This design comes from an exercise in tuning for small area, a short achievable clock period and few clock cycles per item on the open sky130 flow, not from production work.
Function was checked by simulation only, so behaviour that the tests miss may differ from the original.
Power is estimated from default activity; no workload was simulated.

==> v5: inputs <==
Design shift_add_multiplier, start of the top module:
module shift_add_multiplier #(
    parameter integer WIDTH = 16
) (
    input wire clk,
    input wire reset_n,
    input wire tvalid_slave_1,
    input signed [WIDTH-1:0] tdata_slave_1,
    output wire tready_slave_1,
    input wire tvalid_slave_2,
    input signed [WIDTH-1:0] tdata_slave_2,
    output wire tready_slave_2,
    output reg tvalid_master,
    output reg signed [WIDTH-1:0] tdata_master,
    input wire tready_master
);
Settings: LEC_CHECK=0, CAP_MARGIN=0, CORE_MARGIN=2, CORE_UTILIZATION=40, CTS_BUF_LIST=sky130_fd_sc_hd__clkbuf_8, GPL_TIMING_DRIVEN=0, SETUP_SLACK_MARGIN=2.3, SLEW_MARGIN=0, SYNTH_HIERARCHICAL=1; clock period 5.0 ns.
standard.sh (not shown) runs the stock make flow with config.mk's settings and CLKGATE_MAP_FILE= SYNTH_SCRIPT=/design/flow/synth_recipe.tcl, a recipe that flattens the netlist after the stock synthesis.
==> flow/flow/run.sh <==
#!/bin/bash
# The standard layout (standard.sh), with the port buffers that global
# placement inserts made from the smallest buffer cell instead of the default.
set -euo pipefail
export BUFFER_PORTS_ARGS="-buffer_cell sky130_fd_sc_hd__buf_1"
bash standard.sh > standard.log 2>&1
==> v1 (differences from v5) <==
--- a/flow/design.v
+++ b/flow/design.v
@@ -30,19 +30,10 @@
       assign b_in_two[gk] = (b_in[2*gk+2] & ~b_in[2*gk+1] & ~b_in[2*gk]) | (~b_in[2*gk+2] & b_in[2*gk+1] & b_in[2*gk]);
     end
   endgenerate
   wire [WIDTH-1:0] product;
   reg mid_valid_1;
-  reg pipe_s174;
-  reg pipe_s177;
-  reg pipe_s176;
-  reg pipe_s178;
-  reg pipe_s181;
-  reg pipe_s180;
-  reg pipe_s161;
-  reg pipe_s192;
-  reg pipe_s193;
   reg pipe_s167;
   reg pipe_s194;
   reg pipe_s195;
   reg pipe_s171;
   reg pipe_s196;
@@ -50,26 +41,31 @@
   reg pipe_s198;
   reg pipe_s175;
   reg pipe_s199;
   reg pipe_s179;
   reg pipe_s200;
+  reg pipe_s201;
   reg pipe_s183;
-  reg pipe_s215;
-  reg pipe_s214;
+  reg pipe_s202;
+  reg pipe_s203;
+  reg pipe_s217;
   reg pipe_s216;
-  reg pipe_g239;
-  reg pipe_p240;
-  reg pipe_G260;
+  reg pipe_s218;
+  reg pipe_g243;
+  reg pipe_p244;
   reg pipe_g241;
   reg pipe_p242;
+  reg pipe_G261;
   reg pipe_x306;
+  reg pipe_s204;
   reg pipe_pp1;
   reg pipe_p230;
   reg pipe_r282;
   reg pipe_r283;
   reg pipe_r284;
   reg pipe_r285;
+  reg pipe_r286;
   wire room_1 = ~mid_valid_1 | ~tvalid_master;
   wire room_2 = ~tvalid_master;
   wire advance_1 = held_1 & held_2 & (room_1 | tready_master);
   wire advance_2 = mid_valid_1 & (room_2 | tready_master);
   wire input_transaction_1 = tvalid_slave_1 & tready_slave_1;
@@ -82,19 +78,10 @@
       b_neg <= b_in_neg;
       b_one <= b_in_one;
       b_two <= b_in_two;
     end
     if (advance_1) begin
-      pipe_s174 <= s174;
-      pipe_s177 <= s177;
-      pipe_s176 <= s176;
-      pipe_s178 <= s178;
-      pipe_s181 <= s181;
-      pipe_s180 <= s180;
-      pipe_s161 <= s161;
-      pipe_s192 <= s192;
-      pipe_s193 <= s193;
       pipe_s167 <= s167;
       pipe_s194 <= s194;
       pipe_s195 <= s195;
       pipe_s171 <= s171;
       pipe_s196 <= s196;
@@ -102,26 +89,31 @@
       pipe_s198 <= s198;
       pipe_s175 <= s175;
       pipe_s199 <= s199;
       pipe_s179 <= s179;
       pipe_s200 <= s200;
+      pipe_s201 <= s201;
       pipe_s183 <= s183;
-      pipe_s215 <= s215;
-      pipe_s214 <= s214;
+      pipe_s202 <= s202;
+      pipe_s203 <= s203;
+      pipe_s217 <= s217;
       pipe_s216 <= s216;
-      pipe_g239 <= g239;
-      pipe_p240 <= p240;
-      pipe_G260 <= G260;
+      pipe_s218 <= s218;
+      pipe_g243 <= g243;
+      pipe_p244 <= p244;
       pipe_g241 <= g241;
       pipe_p242 <= p242;
+      pipe_G261 <= G261;
       pipe_x306 <= x306;
+      pipe_s204 <= s204;
       pipe_pp1 <= pp1;
       pipe_p230 <= p230;
       pipe_r282 <= r282;
       pipe_r283 <= r283;
       pipe_r284 <= r284;
       pipe_r285 <= r285;
+      pipe_r286 <= r286;
     end
     if (advance_2) tdata_master <= product;
     if (!reset_n) begin
       held_1 <= 1'b0;
       held_2 <= 1'b0;
@@ -462,13 +454,13 @@
   wire s197, s198;
   sam_fa u_s197 (.a(s166), .b(s168), .c(s169), .s(s197), .co(s198));
   wire s199, s200;
   sam_fa u_s199 (.a(s170), .b(s173), .c(s172), .s(s199), .co(s200));
   wire s201, s202;
-  sam_fa u_s201 (.a(pipe_s174), .b(pipe_s177), .c(pipe_s176), .s(s201), .co(s202));
+  sam_fa u_s201 (.a(s174), .b(s177), .c(s176), .s(s201), .co(s202));
   wire s203, s204;
-  sam_fa u_s203 (.a(pipe_s178), .b(pipe_s181), .c(pipe_s180), .s(s203), .co(s204));
+  sam_fa u_s203 (.a(s178), .b(s181), .c(s180), .s(s203), .co(s204));
   wire s205, s206;
   sam_ha u_s205 (.a(pc34), .b(pp8), .s(s205), .co(s206));
   wire s207, s208;
   sam_fa u_s207 (.a(pp61), .b(pp10), .c(pp38), .s(s207), .co(s208));
   wire s209, s210;
@@ -478,21 +470,21 @@
   wire s213, s214;
   sam_fa u_s213 (.a(s157), .b(s188), .c(s189), .s(s213), .co(s214));
   wire s215, s216;
   sam_fa u_s215 (.a(s190), .b(s159), .c(s191), .s(s215), .co(s216));
   wire s217, s218;
-  sam_fa u_s217 (.a(pipe_s161), .b(pipe_s192), .c(pipe_s193), .s(s217), .co(s218));
+  sam_fa u_s217 (.a(s161), .b(s192), .c(s193), .s(s217), .co(s218));
   wire s219, s220;
   sam_fa u_s219 (.a(pipe_s167), .b(pipe_s194), .c(pipe_s195), .s(s219), .co(s220));
   wire s221, s222;
   sam_fa u_s221 (.a(pipe_s171), .b(pipe_s196), .c(pipe_s197), .s(s221), .co(s222));
   wire s223, s224;
   sam_fa u_s223 (.a(pipe_s198), .b(pipe_s175), .c(pipe_s199), .s(s223), .co(s224));
   wire s225, s226;
-  sam_fa u_s225 (.a(pipe_s179), .b(pipe_s200), .c(s201), .s(s225), .co(s226));
+  sam_fa u_s225 (.a(pipe_s179), .b(pipe_s200), .c(pipe_s201), .s(s225), .co(s226));
   wire s227, s228;
-  sam_fa u_s227 (.a(pipe_s183), .b(s202), .c(s203), .s(s227), .co(s228));
+  sam_fa u_s227 (.a(pipe_s183), .b(pipe_s202), .c(pipe_s203), .s(s227), .co(s228));
   wire g229 = pc2 & pp4;
   wire p230 = pc2 ^ pp4;
   wire g231 = pp33 & pp6;
   wire p232 = pp33 ^ pp6;
   wire g233 = pp36 & s205;
@@ -503,16 +495,16 @@
   wire p238 = s209 ^ s208;
   wire g239 = s211 & s210;
   wire p240 = s211 ^ s210;
   wire g241 = s213 & s212;
   wire p242 = s213 ^ s212;
-  wire g243 = pipe_s215 & pipe_s214;
-  wire p244 = pipe_s215 ^ pipe_s214;
-  wire g245 = s217 & pipe_s216;
-  wire p246 = s217 ^ pipe_s216;
-  wire g247 = s219 & s218;
-  wire p248 = s219 ^ s218;
+  wire g243 = s215 & s214;
+  wire p244 = s215 ^ s214;
+  wire g245 = pipe_s217 & pipe_s216;
+  wire p246 = pipe_s217 ^ pipe_s216;
+  wire g247 = s219 & pipe_s218;
+  wire p248 = s219 ^ pipe_s218;
   wire g249 = s221 & s220;
   wire p250 = s221 ^ s220;
   wire g251 = s223 & s222;
   wire p252 = s223 ^ s222;
   wire g253 = s225 & s224;
@@ -521,21 +513,21 @@
   wire p256 = s227 ^ s226;
   wire G257 = g231 | (p232 & g229);
   wire G258 = g233 | (p234 & G257);
   wire G259 = g235 | (p236 & G258);
   wire G260 = g237 | (p238 & G259);
-  wire G261 = pipe_g239 | (pipe_p240 & pipe_G260);
-  wire G262 = g243 | (p244 & pipe_g241);
-  wire P263 = p244 & pipe_p242;
+  wire G261 = g239 | (p240 & G260);
+  wire G262 = pipe_g243 | (pipe_p244 & pipe_g241);
+  wire P263 = pipe_p244 & pipe_p242;
   wire G264 = g247 | (p248 & g245);
   wire P265 = p248 & p246;
   wire G266 = g251 | (p252 & g249);
   wire P267 = p252 & p250;
   wire G268 = g255 | (p256 & g253);
   wire P269 = p256 & p254;
-  wire G270 = pipe_g241 | (pipe_p242 & G261);
-  wire G271 = G262 | (P263 & G261);
+  wire G270 = pipe_g241 | (pipe_p242 & pipe_G261);
+  wire G271 = G262 | (P263 & pipe_G261);
   wire G272 = g249 | (p250 & G264);
   wire P273 = p250 & P265;
   wire G274 = G266 | (P267 & G264);
   wire P275 = P267 & P265;
   wire G276 = g245 | (p246 & G271);
@@ -546,13 +538,13 @@
   wire G281 = G268 | (P269 & G279);
   wire r282 = p232 ^ g229;
   wire r283 = p234 ^ G257;
   wire r284 = p236 ^ G258;
   wire r285 = p238 ^ G259;
-  wire r286 = pipe_p240 ^ pipe_G260;
-  wire r287 = pipe_p242 ^ G261;
-  wire r288 = p244 ^ G270;
+  wire r286 = p240 ^ G260;
+  wire r287 = pipe_p242 ^ pipe_G261;
+  wire r288 = pipe_p244 ^ G270;
   wire r289 = p246 ^ G271;
   wire r290 = p248 ^ G276;
   wire r291 = p250 ^ G277;
   wire r292 = p252 ^ G278;
   wire r293 = p254 ^ G279;
@@ -580,16 +572,16 @@
   wire x305;
   sam_x2 u_x305 (.a(x303), .b(x304), .y(x305));
   wire x306;
   sam_x2 u_x306 (.a(s184), .b(x305), .y(x306));
   wire x307;
-  sam_x2 u_x307 (.a(pipe_x306), .b(s204), .y(x307));
+  sam_x2 u_x307 (.a(pipe_x306), .b(pipe_s204), .y(x307));
   wire x308;
   sam_x2 u_x308 (.a(x307), .b(s228), .y(x308));
   wire x309;
   sam_x2 u_x309 (.a(x308), .b(G281), .y(x309));
-  assign product = {x309, r294, r293, r292, r291, r290, r289, r288, r287, r286, pipe_r285, pipe_r284, pipe_r283, pipe_r282, pipe_p230, pipe_pp1};
+  assign product = {x309, r294, r293, r292, r291, r290, r289, r288, r287, pipe_r286, pipe_r285, pipe_r284, pipe_r283, pipe_r282, pipe_p230, pipe_pp1};
 endmodule
 module sam_rdy (
     input wire held,
     input wire other,
     input wire room,
==> run summary <==
In v1 the synthesized cell count is smaller than in v5, by about 1.3%. Area after synthesis: v5 is higher than v1 (1.9%). In clock power, v5 and v1 hardly differ. Sequential power is about the same in v5 and v1.
==> figures <==
metric                                                               v5          v1
Outcome                                        timing/DRC/antenna clean  timing/DRC/antenna clean
Relative area of non-clock buffer cells in the final design      5.598%      5.693%
Final standard cell utilization of the core                      47.14%      47.21%
Starting density of the core                                     41.19%      40.88%
Relative slew slack                                              25.14%      27.11%
Wire length on met1                                            4.854 mm    4.602 mm
Simple-gate portion of the synthesized area                      5.342%      5.334%
Post-CTS setup buffer count                                          16          19
WHS                                                           0.4235 ns   0.4237 ns
CTS-repair resized insts                                              0           4
Testbench counts of v5, summed over its fixed seeds: cycles 1,224, items 1,200.
Testbench counts of v1, summed over its fixed seeds: cycles 1,224, items 1,200.

[afterwards: timing with drivers on the ports]
The results above use ideal ports. As a check the final layouts listed here were re-extracted and re-timed, cells and wires unchanged. Step 1 (the two cells are an assumption about what drives the block):
set clk [get_ports {clk}]
set_driving_cell -lib_cell sky130_fd_sc_hd__clkbuf_16 $clk
set_driving_cell -lib_cell sky130_fd_sc_hd__buf_2 [delete_from_list [all_inputs] $clk]
Step 2 times the ports against the registers' clock, not the clock port: input delays grow and output delays shrink by t, the midpoint of the rising clock arrivals with the driver on. a / b / c = ideal / step 1 / step 2; a / b = the first two.
run	t (ns)	setup WS [ns]	latest minus earliest clock arrival (ns)	cell pins on the clock port's net
v5	0.398	2.243 / 2.243 / 2.243	0.009 / 0.008	1
v1	0.407	1.928 / 1.928 / 1.928	0.005 / 0.006	1
After both steps every run listed still meets setup and hold.
